Context: an optimization exercise on an open-source flow, tuned for small area, a short achievable clock period and few clock cycles. The choices shown serve that exercise and are no tape-out recipe.
The RTL was checked by simulation tests, not by an equivalence proof against the original design.
No activity file was given, so power comes from the tool's default toggle rates.

==> inputs of job 4084 <==
==> flow/design.v <==
`timescale 1ns / 1ps
module cpu16(clk, rst, mem_rdata, mem_addr, mem_wdata, mem_we, halted);
	input clk, rst;
	input [15:0] mem_rdata;
	output [15:0] mem_addr, mem_wdata;
	output mem_we, halted;
	reg [15:0] MAR, RET, AC, R, TR;
	reg [5:0] IB;
	reg Z, WE, patch;
	reg [3:0] cnt;
	reg sEX;    
	reg sLD1;   
	reg sLA1;   
	reg sDAT;   
	reg sST1;   
	reg sST2;   
	reg sSKP;   
	reg sFIL;   
	reg sSHL;   
	reg sSHR;   
	reg sHLT;   
	wire [5:0] op = IB;
	wire b0 = op[0], b1 = op[1], b2 = op[2], b3 = op[3], b4 = op[4], b5 = op[5];
	wire g0 = ~b5 & ~b4, g1 = ~b5 & b4, g2 = b5;
	wire dAS     = g0 & ~b3 & ~b1;           
	wire dSUB    = g0 & ~b3 & ~b1 &  b0;
	wire dNOP    = g0 & ~b3 &  b1 & ~b0;
	wire dLDAC   = g0 & ~b3 &  b1 &  b0;
	wire dMVAC2R = g0 &  b3 & ~b0;
	wire dMVR2AC = g0 &  b3 &  b0;
	wire dMVAC2TR= g1 & ~b3 & ~b1 & ~b0;
	wire dSTAC   = g1 & ~b3 &  b1;
	wire dJ      = g1 &  b3;                 
	wire dMVTR2AC= g2 &  b3;
	wire dLOAD   = g2 & ~b3 &  b2;
	wire dCLAC   = g2 & ~b3 & ~b2 & ~b1 & ~b0;
	wire dSH     = g2 & ~b3 & ~b2 & (b1 ^ b0);   
	wire dEND    = g2 & ~b3 & ~b2 &  b1 &  b0;
	wire jtake = dJ & (~b2 | ~Z);
	wire rbig = |R[15:4];
	wire rnz = |R[3:0];
	wire rmulti = ~rbig & (R[3] | R[2] | R[1]);    
	wire shlast = (cnt == R[3:0]);
	wire shmore = sEX & dSH & rmulti;
	wire shend = (sSHL | sSHR) & shlast;
	wire sub = b0;
	wire [15:0] Rx = R ^ {16{sub}};
	wire [16:0] sum17 = {AC, sub} + {Rx, sub};
	wire [15:0] sum = sum17[16:1];
	wire eq = &(AC ^ Rx);    
	assign mem_addr = MAR;
	assign mem_wdata = AC;
	assign mem_we = WE;
	assign halted = sHLT;
	wire [15:0] inc = MAR + 16'd1;
	wire kD = sDAT;
	wire kSL = (sEX & dSH & b0 & ~rbig & rnz) | sSHL;
	wire kSR = (sEX & dSH & b1 & ~rbig & rnz) | sSHR;
	wire kS = sEX & dAS;
	wire kR = sEX & dMVR2AC;
	wire kT = sEX & dMVTR2AC;
	wire kZ = sEX & (dCLAC | (dSH & rbig));
	wire kH = ~(kD | kSL | kSR | kS | kR | kT | kZ);
	wire nr = ~rst;
	wire [15:0] acn = ({16{kD & nr}} & mem_rdata) | ({16{kSL & nr}} & {AC[14:0], 1'b0}) |
		({16{kSR & nr}} & {1'b0, AC[15:1]}) | ({16{kS & nr}} & sum) | ({16{kR & nr}} & R) |
		({16{kT & nr}} & TR) | ({16{kH & nr}} & AC);
	wire mD = sEX & (dLDAC | dSTAC | jtake);
	wire mA = sEX & dLOAD;
	wire mR = sLD1 | sLA1 | sST1;
	wire mH = shmore | ((sSHL | sSHR) & ~shlast) | sHLT;
	wire mI = ~(mD | mA | mR | mH);
	wire [15:0] marn = ({16{mD & nr}} & mem_rdata) | ({16{mA & nr}} & AC) |
		({16{mR & nr}} & RET) | ({16{mH & nr}} & MAR) | ({16{mI & nr}} & inc);
	always @(posedge clk) begin
		MAR <= marn;
		AC <= acn;
		if (rst) begin
			R <= 16'd0;
			TR <= 16'd0;
		end else begin
			if (sEX & dMVAC2R) R <= AC;
			if (sEX & dMVAC2TR) TR <= AC;
		end
		if (rst) begin
			Z <= 1'b0;
			WE <= 1'b0;
			sEX <= 1'b0; sLD1 <= 1'b0; sLA1 <= 1'b0; sDAT <= 1'b0; sST1 <= 1'b0;
			sST2 <= 1'b0; sSKP <= 1'b1; sFIL <= 1'b0; sSHL <= 1'b0; sSHR <= 1'b0;
			sHLT <= 1'b0;
			cnt <= 4'd2;
		end else begin
			if (sEX & dSUB & eq) Z <= 1'b1;
			else if (sEX & dJ & b2 & Z) Z <= 1'b0;
			WE <= sEX & dSTAC;
			cnt <= (sSHL | sSHR) ? cnt + 4'd1 : 4'd2;
			sEX <= (sEX & ~(dNOP | dLDAC | dSTAC | dJ | dLOAD | dEND | shmore))
				| sDAT | sST2 | sFIL | shend;
			sLD1 <= sEX & dLDAC;
			sLA1 <= sEX & dLOAD;
			sDAT <= sLD1 | sLA1;
			sST1 <= sEX & dSTAC;
			sST2 <= sST1;
			sSKP <= sEX & jtake;
			sFIL <= sSKP | (sEX & (dNOP | (dJ & ~jtake)));
			sSHL <= (sEX & dSH & b0 & rmulti) | (sSHL & ~shlast);
			sSHR <= (sEX & dSH & b1 & rmulti) | (sSHR & ~shlast);
			sHLT <= (sEX & dEND) | sHLT;
		end
		RET <= dLOAD ? MAR : inc;
		if (sEX | sLD1 | sST1 | sFIL | (sST2 & patch))
			IB <= mem_rdata[5:0];
		if (sEX) patch <= (mem_rdata == MAR);
	end
endmodule
==> flow/flow/run.sh <==
#!/bin/bash
# Layout: the standard flow (standard.sh) with one change: the buffers
# that buffer_ports puts on every input and output port are
# sky130_fd_sc_hd__buf_1 rather than its default choice.
# make's output goes to standard_flow.log; ORFS keeps each step's log under orfs/logs.
set -euo pipefail
bash standard.sh "BUFFER_PORTS_ARGS=-buffer_cell sky130_fd_sc_hd__buf_1" finish > standard_flow.log 2>&1
==> flow/standard.sh <==
#!/bin/bash
# synth_recipe.tcl (not shown) runs the flow's synth.tcl, then flattens the netlist and writes it again
# the make line also repeats each setting of config.mk as NAME=value (left out here)
make -C /OpenROAD-flow-scripts/flow DESIGN_CONFIG=/design/flow/config.mk WORK_HOME=/design/flow/orfs CLKGATE_MAP_FILE= SYNTH_SCRIPT=/design/flow/synth_recipe.tcl "${@:-finish}"
==> flow/config.mk <==
export PLATFORM = sky130hd
export DESIGN_NAME = cpu16
export DESIGN_NICKNAME = cpu16
export VERILOG_FILES = /design/flow/design.v
export SDC_FILE = /design/flow/constraint.sdc
export NUM_CORES = 8
export LEC_CHECK = 0
export CAP_MARGIN = 20
export CORE_MARGIN = 2
export CORE_UTILIZATION = 40
export SETUP_SLACK_MARGIN = 3.4
export SLEW_MARGIN = 20
==> flow/constraint.sdc <==
create_clock -name core_clock -period 6.0 [get_ports {clk}]
set_input_delay 1.2000 -clock core_clock [delete_from_list [all_inputs] [get_ports {clk}]]
set_output_delay 1.2000 -clock core_clock [all_outputs]
set_load 0.01 [all_outputs]
==> job 8560 (differences from job 4084) <==
--- a/flow/design.v
+++ b/flow/design.v
@@ -2,2 +2,3 @@
 module cpu16(clk, rst, mem_rdata, mem_addr, mem_wdata, mem_we, halted);
+	parameter PMB = 4;
 	input clk, rst;
@@ -8,3 +9,3 @@
 	reg [5:0] IB;
-	reg Z, WE, patch;
+	reg Z, WE, pm;
 	reg [3:0] cnt;
@@ -55,2 +56,3 @@
 	wire [15:0] inc = MAR + 16'd1;
+	wire pmn = (mem_rdata[PMB-1:0] == MAR[PMB-1:0]);
 	wire kD = sDAT;
@@ -97,3 +99,3 @@
 			sEX <= (sEX & ~(dNOP | dLDAC | dSTAC | dJ | dLOAD | dEND | shmore))
-				| sDAT | sST2 | sFIL | shend;
+				| sDAT | (sST2 & ~pm) | sFIL | shend;
 			sLD1 <= sEX & dLDAC;
@@ -104,3 +106,3 @@
 			sSKP <= sEX & jtake;
-			sFIL <= sSKP | (sEX & (dNOP | (dJ & ~jtake)));
+			sFIL <= sSKP | (sST2 & pm) | (sEX & (dNOP | (dJ & ~jtake)));
 			sSHL <= (sEX & dSH & b0 & rmulti) | (sSHL & ~shlast);
@@ -109,6 +111,6 @@
 		end
-		RET <= dLOAD ? MAR : inc;
-		if (sEX | sLD1 | sST1 | sFIL | (sST2 & patch))
+		RET <= (dLOAD | (dSTAC & pmn)) ? MAR : inc;
+		if (sEX | sLD1 | sST1 | sFIL)
 			IB <= mem_rdata[5:0];
-		if (sEX) patch <= (mem_rdata == MAR);
+		if (sEX) pm <= pmn;
 	end
==> flow/flow/run.sh (replaced) <==
#!/bin/bash
# Layout: the standard flow (standard.sh) with two changes.
#  1. Synthesis is the standard flow's own script (synth_recipe.tcl) and ORFS's synth.tcl,
#     except that ORFS's abc call maps with flow/abc_area.script, an
#     area-recovering script, instead of ORFS's abc_speed.script. Registers,
#     their names and their cells are those of the standard synthesis.
#  2. The buffers that buffer_ports puts on every input and output port are
#     sky130_fd_sc_hd__buf_1 rather than its default choice.
#  3. Clock tree synthesis runs with ORFS's arguments plus -dont_use_dummy_load
#     (no dummy load cells to balance the tree).
# make's output goes to standard_flow.log; ORFS keeps each step's log under orfs/logs.
set -euo pipefail
W=$PWD
F=$W/flow
sed 's#^\(\s*\)log_cmd abc {\*}\$abc_args$#\1log_cmd abc {*}[lreplace $abc_args 0 1 -script '"$F"'/abc_area.script]#' \
  "$FLOW_HOME/scripts/synth.tcl" > "$W/synth_own.tcl"
grep -q "abc_area.script" "$W/synth_own.tcl"
sed 's#^source \$::env(SCRIPTS_DIR)/synth.tcl$#source '"$W"'/synth_own.tcl#' "$W/synth_recipe.tcl" > "$W/synth_recipe_own.tcl"
grep -q "synth_own.tcl" "$W/synth_recipe_own.tcl"
bash standard.sh "SYNTH_SCRIPT=$W/synth_recipe_own.tcl" \
  "BUFFER_PORTS_ARGS=-buffer_cell sky130_fd_sc_hd__buf_1" \
  "CTS_ARGS=-sink_clustering_enable -repair_clock_nets -dont_use_dummy_load -buf_list sky130_fd_sc_hd__clkbuf_8" \
  finish > standard_flow.log 2>&1
==> flow/flow/abc_area.script (new file) <==
&get -n
&st
&dch
&nf -R 1000
&st
&syn2
&dch
&nf -R 1000
&put
buffer -c
topo
stime -c
upsize -c
dnsize -c
- CTS_BUF_LIST: not set -> sky130_fd_sc_hd__clkbuf_8
==> job 6696 (differences from job 4084) <==
--- a/flow/design.v
+++ b/flow/design.v
@@ -2,2 +2,3 @@
 module cpu16(clk, rst, mem_rdata, mem_addr, mem_wdata, mem_we, halted);
+	parameter PMB = 4;
 	input clk, rst;
@@ -8,3 +9,3 @@
 	reg [5:0] IB;
-	reg Z, WE, patch;
+	reg Z, WE, pm;
 	reg [3:0] cnt;
@@ -55,2 +56,3 @@
 	wire [15:0] inc = MAR + 16'd1;
+	wire pmn = (mem_rdata[PMB-1:0] == MAR[PMB-1:0]);
 	wire kD = sDAT;
@@ -97,3 +99,3 @@
 			sEX <= (sEX & ~(dNOP | dLDAC | dSTAC | dJ | dLOAD | dEND | shmore))
-				| sDAT | sST2 | sFIL | shend;
+				| sDAT | (sST2 & ~pm) | sFIL | shend;
 			sLD1 <= sEX & dLDAC;
@@ -104,3 +106,3 @@
 			sSKP <= sEX & jtake;
-			sFIL <= sSKP | (sEX & (dNOP | (dJ & ~jtake)));
+			sFIL <= sSKP | (sST2 & pm) | (sEX & (dNOP | (dJ & ~jtake)));
 			sSHL <= (sEX & dSH & b0 & rmulti) | (sSHL & ~shlast);
@@ -109,6 +111,6 @@
 		end
-		RET <= dLOAD ? MAR : inc;
-		if (sEX | sLD1 | sST1 | sFIL | (sST2 & patch))
+		RET <= (dLOAD | (dSTAC & pmn)) ? MAR : inc;
+		if (sEX | sLD1 | sST1 | sFIL)
 			IB <= mem_rdata[5:0];
-		if (sEX) patch <= (mem_rdata == MAR);
+		if (sEX) pm <= pmn;
 	end
==> flow/flow/run.sh (replaced) <==
#!/bin/bash
# Layout: the standard flow (standard.sh) with two changes.
#  1. Synthesis is the standard flow's own script (synth_recipe.tcl) and ORFS's synth.tcl,
#     except that ORFS's abc call maps with flow/abc_area.script, an
#     area-recovering script, instead of ORFS's abc_speed.script. Registers,
#     their names and their cells are those of the standard synthesis.
#  2. The buffers that buffer_ports puts on every input and output port are
#     sky130_fd_sc_hd__buf_1 rather than its default choice.
# make's output goes to standard_flow.log; ORFS keeps each step's log under orfs/logs.
set -euo pipefail
W=$PWD
F=$W/flow
sed 's#^\(\s*\)log_cmd abc {\*}\$abc_args$#\1log_cmd abc {*}[lreplace $abc_args 0 1 -script '"$F"'/abc_area.script]#' \
  "$FLOW_HOME/scripts/synth.tcl" > "$W/synth_own.tcl"
grep -q "abc_area.script" "$W/synth_own.tcl"
sed 's#^source \$::env(SCRIPTS_DIR)/synth.tcl$#source '"$W"'/synth_own.tcl#' "$W/synth_recipe.tcl" > "$W/synth_recipe_own.tcl"
grep -q "synth_own.tcl" "$W/synth_recipe_own.tcl"
bash standard.sh "SYNTH_SCRIPT=$W/synth_recipe_own.tcl" \
  "BUFFER_PORTS_ARGS=-buffer_cell sky130_fd_sc_hd__buf_1" finish > standard_flow.log 2>&1
==> flow/flow/abc_area.script (new file) <==
&get -n
&st
&dch
&nf -R 1000
&st
&syn2
&dch
&nf -R 1000
&put
buffer -c
topo
stime -c
upsize -c
dnsize -c
- CTS_BUF_LIST: not set -> sky130_fd_sc_hd__clkbuf_8
==> comparison table <==
|  | job 6696 | job 8560 | job 4084 |
|---|---|---|---|
| Result of the run | finished clean | finished clean | finished clean |
| Buffer type at the clock tree root | sky130_fd_sc_hd__clkbuf_8 | sky130_fd_sc_hd__clkbuf_8 | sky130_fd_sc_hd__clkbuf_16 |
| Number of nets in the final layout | 729 | 728 | 778 |
| Footprint of the flip-flops and latches | 2130 sq um | 2130 sq um | 2130 sq um |
| Buffers & Inverters on Critical Path | 3 | 3 | 1 |
| Design Area, Final | 6280 sq um | 6170 sq um | 6980 sq um |
| Simple-gate portion of the synthesized area | 24.9% | 24.9% | 20.1% |
| End of the critical path | AC[15] | AC[5] | MAR[5] |
| Transition time of the tightest slew-check pin | 0.720 ns | 0.725 ns | 0.742 ns |
| Critical Path Source Type | flop | flop | primary input |
| Total clock network power | 0.502 mW | 0.347 mW | 0.628 mW |
| Horizontal die dimension | 122 um | 122 um | 126 um |
| Number of vias in the routed layout | 5100 | 5084 | 5770 |
| Sequential power share | 52.1% | 58.4% | 47.0% |
| Layout filler cell count | 1376 | 1389 | 1405 |
| Compound-cell area share of the yosys netlist | 18.6% | 18.6% | 23.6% |
| Fraction of area in multi-input gates | 52.5% | 53.6% | 54.1% |
| Pwr per Cell Area | 228 nW/um^2 | 207 nW/um^2 | 225 nW/um^2 |
| First-pass DRT Iterations | 6 | 6 | 5 |
| Worst r2r path cells | 11 | 13 | 9 |
| Met1 Usage GRT | 28.9% | 28.9% | 31.3% |
| Hold Startpoint | cnt[0] | cnt[0] | TR[13] |
| M3 GR Usage | 3.32% | 3.70% | 4.81% |
Testbench counts of job 4084, summed over its fixed seeds: cycles 48,632.
Testbench counts of job 8560, summed over its fixed seeds: cycles 48,647.
Testbench counts of job 6696, summed over its fixed seeds: cycles 48,647.

-- port drivers added, routing unchanged --
How much do the figures lean on ideal ports? The routed layouts below were timed once more, with nothing changed but the port constraints. Step 1 sets driving cells, clkbuf_16 on the clock port and buf_2 on the other inputs (assumed; they add their load-dependent delay and slew). Step 2 adds t to the input delays and takes it off the output delays; t is the mean of the earliest and latest rising clock arrival at the registers after step 1. Input paths then give back, and output paths get back, about the clock's delay inside the block. Slacks: no drivers / after step 1 / after step 2; pairs: no drivers / after step 1.
run | t, ns | setup slack, ns | worst setup path at the end | worst register clock-pin slew, ns | worst slew at a driven data input, ns
job 4084 | 0.383 | 3.466 / 3.467 / 3.095 | input to register | 0.07 / 0.07 | 0.04
job 8560 | 0.400 | 3.445 / 3.445 / 3.143 | input to register | 0.10 / 0.10 | 0.04
job 6696 | 0.408 | 3.439 / 3.439 / 3.129 | input to register | 0.11 / 0.11 | 0.04
After both steps every run listed still meets setup and hold. For job 4084, which loses most, drivers alone change the setup slack by +0.001 ns; drivers and shift together by -0.371 ns.
